This design comes from an exercise in tuning for small area and few clock cycles on the open sky130 flow, not from production work.
In this exercise RTL edits were held to simulation tests only and were not proved equivalent to the original. No driver is modelled on the clock port, so clocking that relies on it looks cheaper here than on a real chip.

### flow/run.sh
#!/bin/bash
# The standard layout (the standard.sh, standard synthesis included), with two changes:
# the port buffers are the smallest buffer cell, and clock tree synthesis adds no dummy loads.
# make's full output goes to flow_make.log in the work folder; ORFS keeps each step's log
# under orfs/logs/.
set -euo pipefail
export BUFFER_PORTS_ARGS="-buffer_cell sky130_fd_sc_hd__buf_1"
export CTS_ARGS="-sink_clustering_enable -repair_clock_nets -sink_clustering_size 30 -sink_clustering_max_diameter 100 -buf_list sky130_fd_sc_hd__clkbuf_16 -dont_use_dummy_load"
bash standard.sh finish > flow_make.log 2>&1
### standard.sh
#!/bin/bash
# synth_recipe.tcl (not shown) runs the flow's synth.tcl, then flattens the netlist and writes it again
# the make line also repeats each setting of config.mk as NAME=value (left out here)
make -C /OpenROAD-flow-scripts/flow DESIGN_CONFIG=/design/flow/config.mk WORK_HOME=/design/flow/orfs CLKGATE_MAP_FILE= SYNTH_SCRIPT=/design/flow/synth_recipe.tcl "${@:-finish}"
### config.mk
export PLATFORM = sky130hd
export DESIGN_NAME = icap_controller
export DESIGN_NICKNAME = icap_controller
export VERILOG_FILES = /design/flow/design.v
export SDC_FILE = /design/flow/constraint.sdc
export NUM_CORES = 4
export LEC_CHECK = 0
export CAP_MARGIN = 20
export CORE_MARGIN = 2
export CORE_UTILIZATION = 55
export CTS_BUF_LIST = sky130_fd_sc_hd__clkbuf_16
export CTS_CLUSTER_DIAMETER = 100
export CTS_CLUSTER_SIZE = 30
export SETUP_SLACK_MARGIN = 0.3
export SLEW_MARGIN = 20
export SYNTH_MEMORY_MAX_BITS = 8192
### constraint.sdc
create_clock -name core_clock -period 6.0 [get_ports {ACLK}]
set_input_delay 1.2000 -clock core_clock [delete_from_list [all_inputs] [get_ports {ACLK}]]
set_output_delay 1.2000 -clock core_clock [all_outputs]
set_load 0.01 [all_outputs]
### design.v
module icap_controller
	(
		ACLK,
		ARESETN,
		S_AXIS_TREADY,
		S_AXIS_TDATA,
		S_AXIS_TLAST,
		S_AXIS_TVALID,
		ICAP_CE_N,
		ICAP_I
	);
	input                                     ACLK;
	input                                     ARESETN;
	output                                    S_AXIS_TREADY;
	input      [255 : 0]                      S_AXIS_TDATA;
	input                                     S_AXIS_TLAST;
	input                                     S_AXIS_TVALID;
	output                                    ICAP_CE_N;
	output     [31 : 0]                       ICAP_I;
	localparam N = 13;		 
	localparam W = 257;		 
	reg  [W*N-1:0]   d;		 
	reg  [224:0]     hd;		 
	reg  [N-1:0]     v;		 
	reg              hv, hvn;	 
	reg  [2:0]       cnt;		 
	reg  [N-2:0]     ldn;		 
	reg              s_in, s_prev, s_self;	 
	wire [N-1:0] ld;		 
	assign ld[N-1] = ~v[N-1] | ~hv;
	genvar s;
	generate
		for (s = 0; s < N - 1; s = s + 1) begin : ldc
			assign ld[s] = ~v[s] | ld[s+1];
		end
	endgenerate
	wire acc = S_AXIS_TVALID & ld[0];
	wire [N-1:0] v_next;
	assign v_next[0] = ld[0] ? (acc & ~s_in) : v[0];
	generate
		for (s = 1; s < N - 1; s = s + 1) begin : vn
			assign v_next[s] = ld[s] ? v[s-1] : v[s];
		end
	endgenerate
	assign v_next[N-1] = s_self ? v[N-1] : (s_in ? acc : v[N-2]);
	wire hv_next = hv ? (cnt != 3'd6) : v[N-1];
	wire [N:0] r;			 
	assign r[N]   = ~hv_next;
	assign r[N-1] = ~v_next[N-1] | ~hv_next;
	generate
		for (s = 0; s < N - 1; s = s + 1) begin : rn
			assign r[s] = ~v_next[s] | r[s+1];
		end
	endgenerate
	wire e_next = ~|v_next[N-2:0];
	always @(posedge ACLK or negedge ARESETN)
		if (!ARESETN) begin
			v      <= {N{1'b0}};
			hv     <= 1'b0;
			hvn    <= 1'b1;
			cnt    <= 3'd0;
			ldn    <= {(N-1){1'b0}};
			s_in   <= 1'b1;
			s_prev <= 1'b0;
			s_self <= 1'b0;
		end else begin
			v      <= v_next;
			hv     <= hv_next;
			hvn    <= ~hv_next;
			cnt    <= hv ? cnt + 3'd1 : 3'd0;
			ldn    <= ~r[N-2:0];
			s_in   <= r[N-1] & e_next;
			s_prev <= r[N-1] & ~e_next;
			s_self <= ~r[N-1];
		end
	wire [W-1:0] in_m = {1'b0, S_AXIS_TDATA};
	always @(posedge ACLK) begin
		d[0 +: W] <= ~((in_m | {W{ldn[0]}}) & (d[0 +: W] | {W{ld[0]}}));
	end
	generate
		for (s = 1; s < N - 1; s = s + 1) begin : st
			always @(posedge ACLK)
				d[s*W +: W] <= ~((d[(s-1)*W +: W] | {W{ldn[s]}}) & (d[s*W +: W] | {W{ld[s]}}));
		end
	endgenerate
	always @(posedge ACLK) begin
		d[(N-1)*W +: W] <= ~((in_m & {W{s_in}}) | (d[(N-2)*W +: W] & {W{s_prev}})
		                     | (d[(N-1)*W +: W] & {W{s_self}}));
		hd[191:0] <= ~((d[(N-1)*W + 32 +: 192] | {192{hv}}) & (hd[223:32] | {192{hvn}}));
		hd[223:192] <= ~d[(N-1)*W + 224 +: 32];
		hd[224] <= ~((d[(N-1)*W + 256] | hv) & (hd[224] | hvn));
	end
	wire [W-1:0] last = d[(N-1)*W +: W];
	wire [31:0] icap = ~((last[31:0] | {32{hv}}) & (hd[31:0] | {32{hvn}}));
	wire pol = ~((last[W-1] | hv) & (hd[224] | hvn));
	assign S_AXIS_TREADY = ld[0];
	assign ICAP_CE_N = ~(hv | v[N-1]);
	assign ICAP_I = icap ^ {32{pol}};
endmodule
==> results of run 1 <==
-- logic make-up (layout without fill, tap and decap cells) --
family                   count (synthesis)  after routing
flip-flops                            3599           3599
AO/OA/AOI/OAI                         3583           3583
buffers and inverters                  876            550
AND/OR/NAND/NOR                         67             67
XOR/XNOR                                33             33
adder cells (fa/ha/maj)                  3              3
multiplexers                             1              1
other                                    0              1
-- sequential cells by signal, summed over array words and instances (netlist names) --
signal / cells
cnt: 3
d: 3341
hd: 225
hv: 1
hvn: 1
ldn: 12
s_in: 1
s_prev: 1
s_self: 1
v: 13
-- placed cells by master, fill, tap and decap left out, drive strengths merged, types with 3 or more instances in the layout --
cell,netlist,layout
dfxtp,3566,3566
o22ai,3309,3309
buf,256,371
a222oi,256,256
clkbuf,580,139
inv,40,40
xor2,33,33
dfrtp,31,31
nand2,12,12
nand3,12,12
nand2b,8,8
o21ai,8,8
nor2,7,7
nor2b,6,6
and3,5,5
nand4,5,5
a21oi,3,3
-- worst paths after layout --
check,depth (start not counted),start,slack [ns],end
max in group asynchronous,1,ARESETN,4.90,hv$_DFF_PN0_
min in group asynchronous,1,ARESETN,0.46,cnt[2]$_DFF_PN0_
worst min-delay path,1,d[3323]$_DFF_P_,0.38,hd[207]$_DFF_P_
worst max-delay path,4,hvn$_DFF_PN1_,1.55,ICAP_I[12]
worst max register to register,7,hv$_DFF_PN0_,1.64,d[612]$_DFF_P_
worst min register to register,1,d[3323]$_DFF_P_,0.38,hd[207]$_DFF_P_
-- worst max-delay path: stages (launching register included) --
cell and delay, ns:
sky130_fd_sc_hd__dfstp_4 1.26, sky130_fd_sc_hd__o22ai_4 0.35, sky130_fd_sc_hd__buf_4 0.37, sky130_fd_sc_hd__xor2_1 0.22
sky130_fd_sc_hd__buf_1 0.17
-- metrics by stage --
stage	hold slack, ns	setup WS [ns]
floorplan	0.352	3.34
global placement	0.364	1.43
detailed placement	0.361	1.41
CTS	0.382	1.37
global route	0.395	1.48
finish	0.381	1.55
-- area by class of cell --
| type | count | area (µm²) | area share |
|---|---|---|---|
| sequential | 3599 | 72300 | 0.687 |
| multi-input combinational | 3687 | 24200 | 0.230 |
| clock buffer | 138 | 3450 | 0.0328 |
| tap | 2370 | 2970 | 0.0282 |
| timing repair buffer | 372 | 2090 | 0.0199 |
| inverter | 40 | 150 | 0.00143 |
| antenna | 1 | 2.50 | 0.0000238 |
-- per-layer routing --
layer  wire length, µm  GRT usage  vias up
met4             13100      0.128        4
met1            129000      0.433    36101
li1                  -          -    31247
met2            143000      0.525     2743
met3             20400     0.0406      470
met5                27          0        -
==> run summary, run 1 <==
Logic synthesis:
- Of the total synthesized cell area, the portion taken by XOR and XNOR cells is 0.00289.
- The mux cell area share after synthesis is 0.000100.
- Of the total synthesized cell area, the portion taken by full adders, half adders and majority gates is 0.000350.
- Yosys instantiated no cell more often than sky130_fd_sc_hd__dfxtp_1.
- The post-synthesis simple-gate area fraction is 0.00420.
- The mapped cell area is 0.100 mm².
- Of the post-synthesis cell area, the dominant cell type holds 0.713.
- The area fraction in compound gates after synthesis is 0.234.
- The register area share after synthesis is 0.722.
- By area the synthesized netlist is led by sky130_fd_sc_hd__dfxtp_1, sky130_fd_sc_hd__o22ai_1, sky130_fd_sc_hd__a222oi_1.
- The most used flip-flop cell after synthesis is sky130_fd_sc_hd__dfxtp_1.
- The netlist uses 44 different library cells.
- Counting flops with an async set or reset pin after synthesis yields a share of 0.00917.
- The dominant combinational cell family by area after synthesis is compound AO/OA/AOI/OAI gates.
- The library cell with the largest summed area after synthesis is sky130_fd_sc_hd__dfxtp_1.
- The number of nets in the synthesized netlist is 8424.
- Synthesis produced 8162 cells.
- Sorting the synthesized cells by how often they occur yields sky130_fd_sc_hd__dfxtp_1, sky130_fd_sc_hd__o22ai_1, sky130_fd_sc_hd__clkbuf_1.
- For this run, the number of Yosys warnings is 1.
- The number of synthesized flops with an enable pin is 0.
- The synthesized area per cell is 12.3 µm².
- The flip-flop and latch count after synthesis is 3599.

Cells and area:
- The post-layout instance count excluding filler cells is 10207.
- Of the cells placed in the final design, the portion with a size suffix greater than 1 is 0.0319.
- The area of all placed cells without fillers is 0.105 mm².
- Relative to the synthesized area, the layout overhead comes to 5.09%.
- The net count of the finished layout is slightly above 8000.
- The filler cells instantiated in the layout total 15102.
- For this run, the share of the core covered by cells in the final layout is 0.582.

Clocking:
- The H-tree generated during clock tree synthesis spans 4 levels.
- The number of buffers inserted during clock tree synthesis is around 140.
- The maximum clock insertion buffer count is 3.
- TritonCTS built the clock tree.
- Hold repair after CTS inserted 0 buffers.
- The setup fix buffers added after clock tree synthesis is 0.
- The tree is rooted in a sky130_fd_sc_hd__clkbuf_16.
- The later pin in the worst-skew pair is clocked with a latency of between 0.8 and 0.9 ns.
- After clock tree synthesis, the repair step resized 0 gates.
- Clock tree synthesis found a total of 3599 sinks.
- The register clock-pin slew on the reported worst setup and hold paths is 0.11 ns.

Floorplan:
- For this configuration, the core starts out at a cell density of 0.554.
- The core region area is 0.181 mm².
- The floorplan step set the die width to 431 µm.
- The vertical die dimension is ~430 µm.
- The total I/O pin count is between 200 and 300.
- The count of standard-cell rows is 156.
- The floorplan step defined a die boundary enclosing 0.185 mm².

Timing:
- The worst-margin pin slew is 1.23 ns.
- The count of final hold-check violations was 0.
- Setup repair after global routing left no endpoint under its margin.
- Setup violations remaining at the end of the flow were counted as 0.
- The period utilization is 0.742.
- The number of max-slew violations in the final report came to 0.
- The total negative slack for setup checks is 0 ns.
- Headroom to the max-slew limit came out at 0.181.
- The highest attainable clock frequency is 225 MHz.
- For the final database, setup skew stands at 0.0664 ns.
- The shortest period the worst path allows is 4.45 ns.

Place:
- After legalization and detailed placement, the total HPWL measured 158000 µm.
- The cell area after placement is a little over 0.1 mm².
- The count of input and output buffers is roughly 300.
- The number of cells after detailed placement is 10067.
- The final weighted congestion in routability-driven placement is between 0.8 and 0.9.

GRT:
- The sum of overflow across all layers after global routing is 0.
- The global routing usage summed across all routing layers is 0.321.
- The first global-routing pass estimated 451000 µm of wire.
- The pin count of the biggest net entering global routing is 175.
- The number of global-route vias before repair is 68861.
- The initial antenna violation count is 9.

Flow run:
- Max-cap violations in this run came to 0.

Route:
- In the routed design, unresolved DRC markers number 0.
- The final route contains approximately 71000 vias.
- Wires add up to 306000 µm.
- The first detailed-routing pass ran for 18 iterations.
- The first routing iteration left roughly 7000 violations.
- The detail-routed net length per standard cell is approximately 30 µm.
- The number of nets with antenna violations after detailed routing is 0.
- The post-detailed-route via-to-cell ratio is 6.91.

Setup path:
- STA classifies the critical path startpoint as a flip-flop.
- The largest fanout on the critical path is 70.
- The worst setup path is of the flip-flop to output port kind.
- STA classifies the critical path endpoint as an output port.
- The arrival time reported for the critical path endpoint is 3.25 ns.
- The required time at the endpoint of the critical path is roughly 4.8 ns.

Status:
- The run finished with no timing, DRC or antenna violations.

Hold path:
- The class of the tightest hold or removal check is flip-flop to flip-flop.
Testbench counts, summed over its fixed seeds: cycles 2,568.
==> run 2: changes to the inputs <==
--- a/flow/run.sh
+++ b/flow/run.sh
@@ -5,5 +5,5 @@
 # under orfs/logs/.
 set -euo pipefail
 export BUFFER_PORTS_ARGS="-buffer_cell sky130_fd_sc_hd__buf_1"
-export CTS_ARGS="-sink_clustering_enable -repair_clock_nets -sink_clustering_size 30 -sink_clustering_max_diameter 100 -buf_list sky130_fd_sc_hd__clkbuf_16 -dont_use_dummy_load"
+export CTS_ARGS="-sink_clustering_enable -repair_clock_nets -sink_clustering_size 33 -sink_clustering_max_diameter 100 -buf_list sky130_fd_sc_hd__clkbuf_16 -dont_use_dummy_load"
 bash standard.sh finish > flow_make.log 2>&1
--- a/config.mk
+++ b/config.mk
@@ -10,7 +10,7 @@
 export CORE_UTILIZATION = 55
 export CTS_BUF_LIST = sky130_fd_sc_hd__clkbuf_16
 export CTS_CLUSTER_DIAMETER = 100
-export CTS_CLUSTER_SIZE = 30
+export CTS_CLUSTER_SIZE = 33
 export SETUP_SLACK_MARGIN = 0.3
 export SLEW_MARGIN = 20
 export SYNTH_MEMORY_MAX_BITS = 8192
==> run summary, run 2 <==
Setup path:
- The required time at the endpoint of the critical path came to 4.80 ns (about the same).
- The kind of end point of the critical path is an output port.
- The largest fanout on the critical path came to 70 (unchanged).
- The cell at the slowest stage of the critical path is sky130_fd_sc_hd__dfstp_4.
- The worst path buffer plus inverter count came to 2 (unchanged).
- The critical path's largest stage delay came to 1.26 ns (about the same).
- The path type of the worst setup path is flip-flop to output port.
- The cell family contributing the most delay on the critical path is flip-flops.
- The arrival time reported for the critical path endpoint is 3.24 ns (about the same).
- Walking the worst path, the cells encountered are o22ai_4, buf_4, xor2_1, buf_1.
- STA classifies the critical path startpoint as a flip-flop.

Route:
- The post-detailed-route via-to-cell ratio is 6.93 (+0.26%).
- The wire length reported by the detailed router came to 306000 µm (unchanged).
- The number of search-and-repair iterations in the first detailed-routing pass is 7 (-11).
- The number of nets with antenna violations after detailed routing is 0 (unchanged).
- The total number of vias is 70619 (+0.077%).
- The detail-routed net length per standard cell is 30.0 µm (+0.19%).
- The number of design rule violations left after detail routing is 0 (unchanged).
- The DRC marker count from the first detailed-route iteration came to 7308 (+4.3%).

Clocking:
- The H-tree depth reported by CTS is 3 (-1).
- The number of buffers inserted during clock tree synthesis is 119 (-14%).
- The later-pin clock latency in the skew report is 0.85 ns (about the same).
- The maximum clock insertion buffer count came to 3 (unchanged).
- The number of sinks on the clock net is 3599 (unchanged).
- The setup fix buffers added after clock tree synthesis came to 0 (unchanged).
- The clock root buffer is sky130_fd_sc_hd__clkbuf_16.
- TritonCTS built the clock tree.
- The number of resized instances in the post-cts repair step is 0 (unchanged).
- The register clock-pin slew on the reported worst setup and hold paths is 0.12 ns (about the same).
- The hold buffer count at CTS is 0 (unchanged).

Logic synthesis:
- The mapped cell area is 0.100 mm² (unchanged).
- The library cell with the largest summed area after synthesis is sky130_fd_sc_hd__dfxtp_1.
- By count the netlist is led by sky130_fd_sc_hd__dfxtp_1, sky130_fd_sc_hd__o22ai_1, sky130_fd_sc_hd__clkbuf_1.
- The fraction of registers with async set/reset came to 0.00917 (unchanged).
- The synthesized area per cell was 12.3 µm² (unchanged).
- In the post-synthesis netlist, the cell with the most instances is sky130_fd_sc_hd__dfxtp_1.
- The count of yosys warnings during synthesis was 1 (unchanged).
- In the synthesized netlist the dominant register cell turns out to be sky130_fd_sc_hd__dfxtp_1.
- The area share of the leading cell type in the synthesized netlist is 0.713 (unchanged).
- The register area share after synthesis was 0.722 (unchanged).
- The post-synthesis cell count is 8162 (unchanged).
- The number of synthesized flops with an enable pin is 0 (unchanged).
- The net count after synthesis is 8424 (unchanged).
- The flip-flop and latch count after synthesis came to 3599 (unchanged).
- The number of distinct library cell variants in the gate-level netlist after synthesis is 44 (unchanged).
- Yosys attributes the largest share of cell area to sky130_fd_sc_hd__dfxtp_1, sky130_fd_sc_hd__o22ai_1, sky130_fd_sc_hd__a222oi_1.

Cells and area:
- The flip-flop count of the largest register after layout is 3341 (unchanged).
- The storage element area is 0.0723 mm² (unchanged).
- The count of fill cells added during filler insertion is 15171 (+0.46%).
- From synthesis to final layout, the design area changed by 4.61%.
- The most frequent standard cell in the layout excluding fill and tap cells is sky130_fd_sc_hd__dfxtp_1.
- The largest registers in the layout are d (3341), hd (225), v (13).
- In the layout the commonest cells are sky130_fd_sc_hd__dfxtp_1, sky130_fd_sc_hd__o22ai_1, sky130_fd_sc_hd__buf_1.
- The post-layout instance count excluding filler cells came to 10188 (-0.19%).
- More flip-flops sit in one register than any other, and that register is d.
- The area of combinational cells with multiple inputs is 0.0242 mm² (unchanged).
- The share of final-layout standard cells stronger than drive strength 1 is 0.0296 (-0.00235).
- The count of nets after finishing is 8081 (-0.23%).

Floorplan:
- The core region area is 0.181 mm² (unchanged).
- The starting density of the core was 0.554 (unchanged).
- The width of the die is 431 µm (unchanged).
- The die area is 0.185 mm² (unchanged).
- The vertical die dimension is 431 µm (unchanged).
- The count of standard-cell rows is 156 (unchanged).
- The total I/O pin count was 294 (unchanged).

Timing:
- The highest attainable clock frequency is 225 MHz (+0.23%).
- The number of max-slew violations in the final report is 0 (unchanged).
- Setup repair after global routing left no endpoint under its margin.
- The number of setup violations in the final report is 0 (unchanged).
- The count of final hold-check violations came to 0 (unchanged).
- The final clock skew is 0.0517 ns (-0.0147 ns).
- The period utilization was 0.740 (-0.00172).
- The shortest period the worst path allows is 4.44 ns (-0.0103 ns).
- The total negative slack for setup checks was 0 ns (unchanged).
- The worst-margin pin slew is 1.20 ns (-0.0244 ns).
- The relative slew slack is 0.197 (+0.0162).
- The final worst setup slack is 1.56 ns (+0.0103 ns).

GRT:
- The global routing usage summed across all routing layers is 0.320 (-0.00100).
- The number of global-route vias before repair is 68488 (-0.54%).
- The initial antenna violation count is 8 (-1).
- The first-pass GRT wire length was 450000 µm (-0.19%).
- The pin count of the biggest net entering global routing is 175 (unchanged).
- The sum of overflow across all layers after global routing is 0 (unchanged).

Place:
- The count of input and output buffers came to 292 (unchanged).
- The worst slack after detailed placement is 1.41 ns (unchanged).
- The final HPWL from detailed placement was 158000 µm (unchanged).
- The number of cells after detailed placement was 10067 (unchanged).
- The final weighted congestion in routability-driven placement is 0.809 (unchanged).

Flow run:
- The number of max-cap violations was 0 (unchanged).

Hold path:
- The class of the tightest hold or removal check is flip-flop to flip-flop.

Status:
- The run finished with no timing, DRC or antenna violations.
==> run 2: cell counts after synthesis <==
No cell type changed its count.
==> run 2: cell families after synthesis <==
group,Yosys count,synth area share
buffers and inverters,876,0.0374
AND/OR/NAND/NOR,67,0.00420
adder cells (fa/ha/maj),3,0.000350
AO/OA/AOI/OAI,3583,0.234
flip-flops,3599,0.722
XOR/XNOR,33,0.00289
multiplexers,1,0.000100
==> run 2: path summary, 6_finish.rpt <==
path                            startpoint          endpoint  slack (ns)  depth (start not counted)
setup reg to reg              hv$_DFF_PN0_    d[612]$_DFF_P_        1.61                          7
min in group asynchronous          ARESETN    v[4]$_DFF_PN0_        0.45                          1
hold / removal             d[3319]$_DFF_P_   hd[203]$_DFF_P_        0.38                          1
hold reg to reg            d[3319]$_DFF_P_   hd[203]$_DFF_P_        0.38                          1
setup / recovery             hvn$_DFF_PN1_        ICAP_I[12]        1.56                          4
max in group asynchronous          ARESETN  s_prev$_DFF_PN0_        4.91                          1
==> run 2: per-layer routing <==
metal | vias to the layer above | track usage | wire length (µm)
li1 | 31183 | - | -
met1 | 36160 | 0.434 | 129000
met2 | 2807 | 0.525 | 143000
met3 | 469 | 0.0368 | 20600
met4 | 0 | 0.126 | 13700
met5 | - | 0.000520 | 0
==> run 2: cell type report <==
class | instances | area share
Sequential cell | 3599 | 0.690
Multi-Input combinational cell | 3687 | 0.231
Clock buffer | 119 | 0.0284
Tap cell | 2370 | 0.0283
Timing Repair Buffer | 372 | 0.0200
Inverter | 40 | 0.00143
Antenna cell | 1 | 0.0000239
==> run 2: worst register-to-register path, delay by kind of cell, from the launching register on <==
family,cells,cell delay [ns]
AO/OA/AOI/OAI,1,0.31
buffers and inverters,2,0.72
AND/OR/NAND/NOR,4,2.31
flip-flops,1,0.96
==> run 2: through the flow <==
stage / hold WS, ns / util / cell area, µm²
after floorplan: 0.352 / - / 100000
after global placement: 0.364 / 0.562 / 102000
after detailed placement: 0.361 / 0.563 / 102000
after CTS: 0.388 / 0.579 / 105000
after global routing: 0.401 / 0.579 / 105000
final: 0.384 / 0.579 / 105000

-- separate check: timing with driven ports --
No port has a modelled driver above. Below, the same layouts with a new extraction and two added sets of constraints.
Step 1: set_driving_cell puts a clkbuf_16 on ACLK and a buf_2 on each other input, an assumption about the parent block.
Step 2 times the ports against the registers' clock, not the clock port: input delays grow and output delays shrink by t, the midpoint of the rising clock arrivals with the driver on.
Three values: no drivers, after step 1, after step 2; two values: the first two.
run	t (ns)	setup slack, ns	hold slack, ns	worst slew at a driven data input, ns	pins driven straight from the clock port
run 1	0.898	1.549 / 1.459 / 1.637	0.381 / 0.381 / 0.381	0.14	1
run 2	0.920	1.559 / 1.468 / 1.608	0.384 / 0.384 / 0.384	0.14	1
After both steps setup and hold are still met in every run listed.
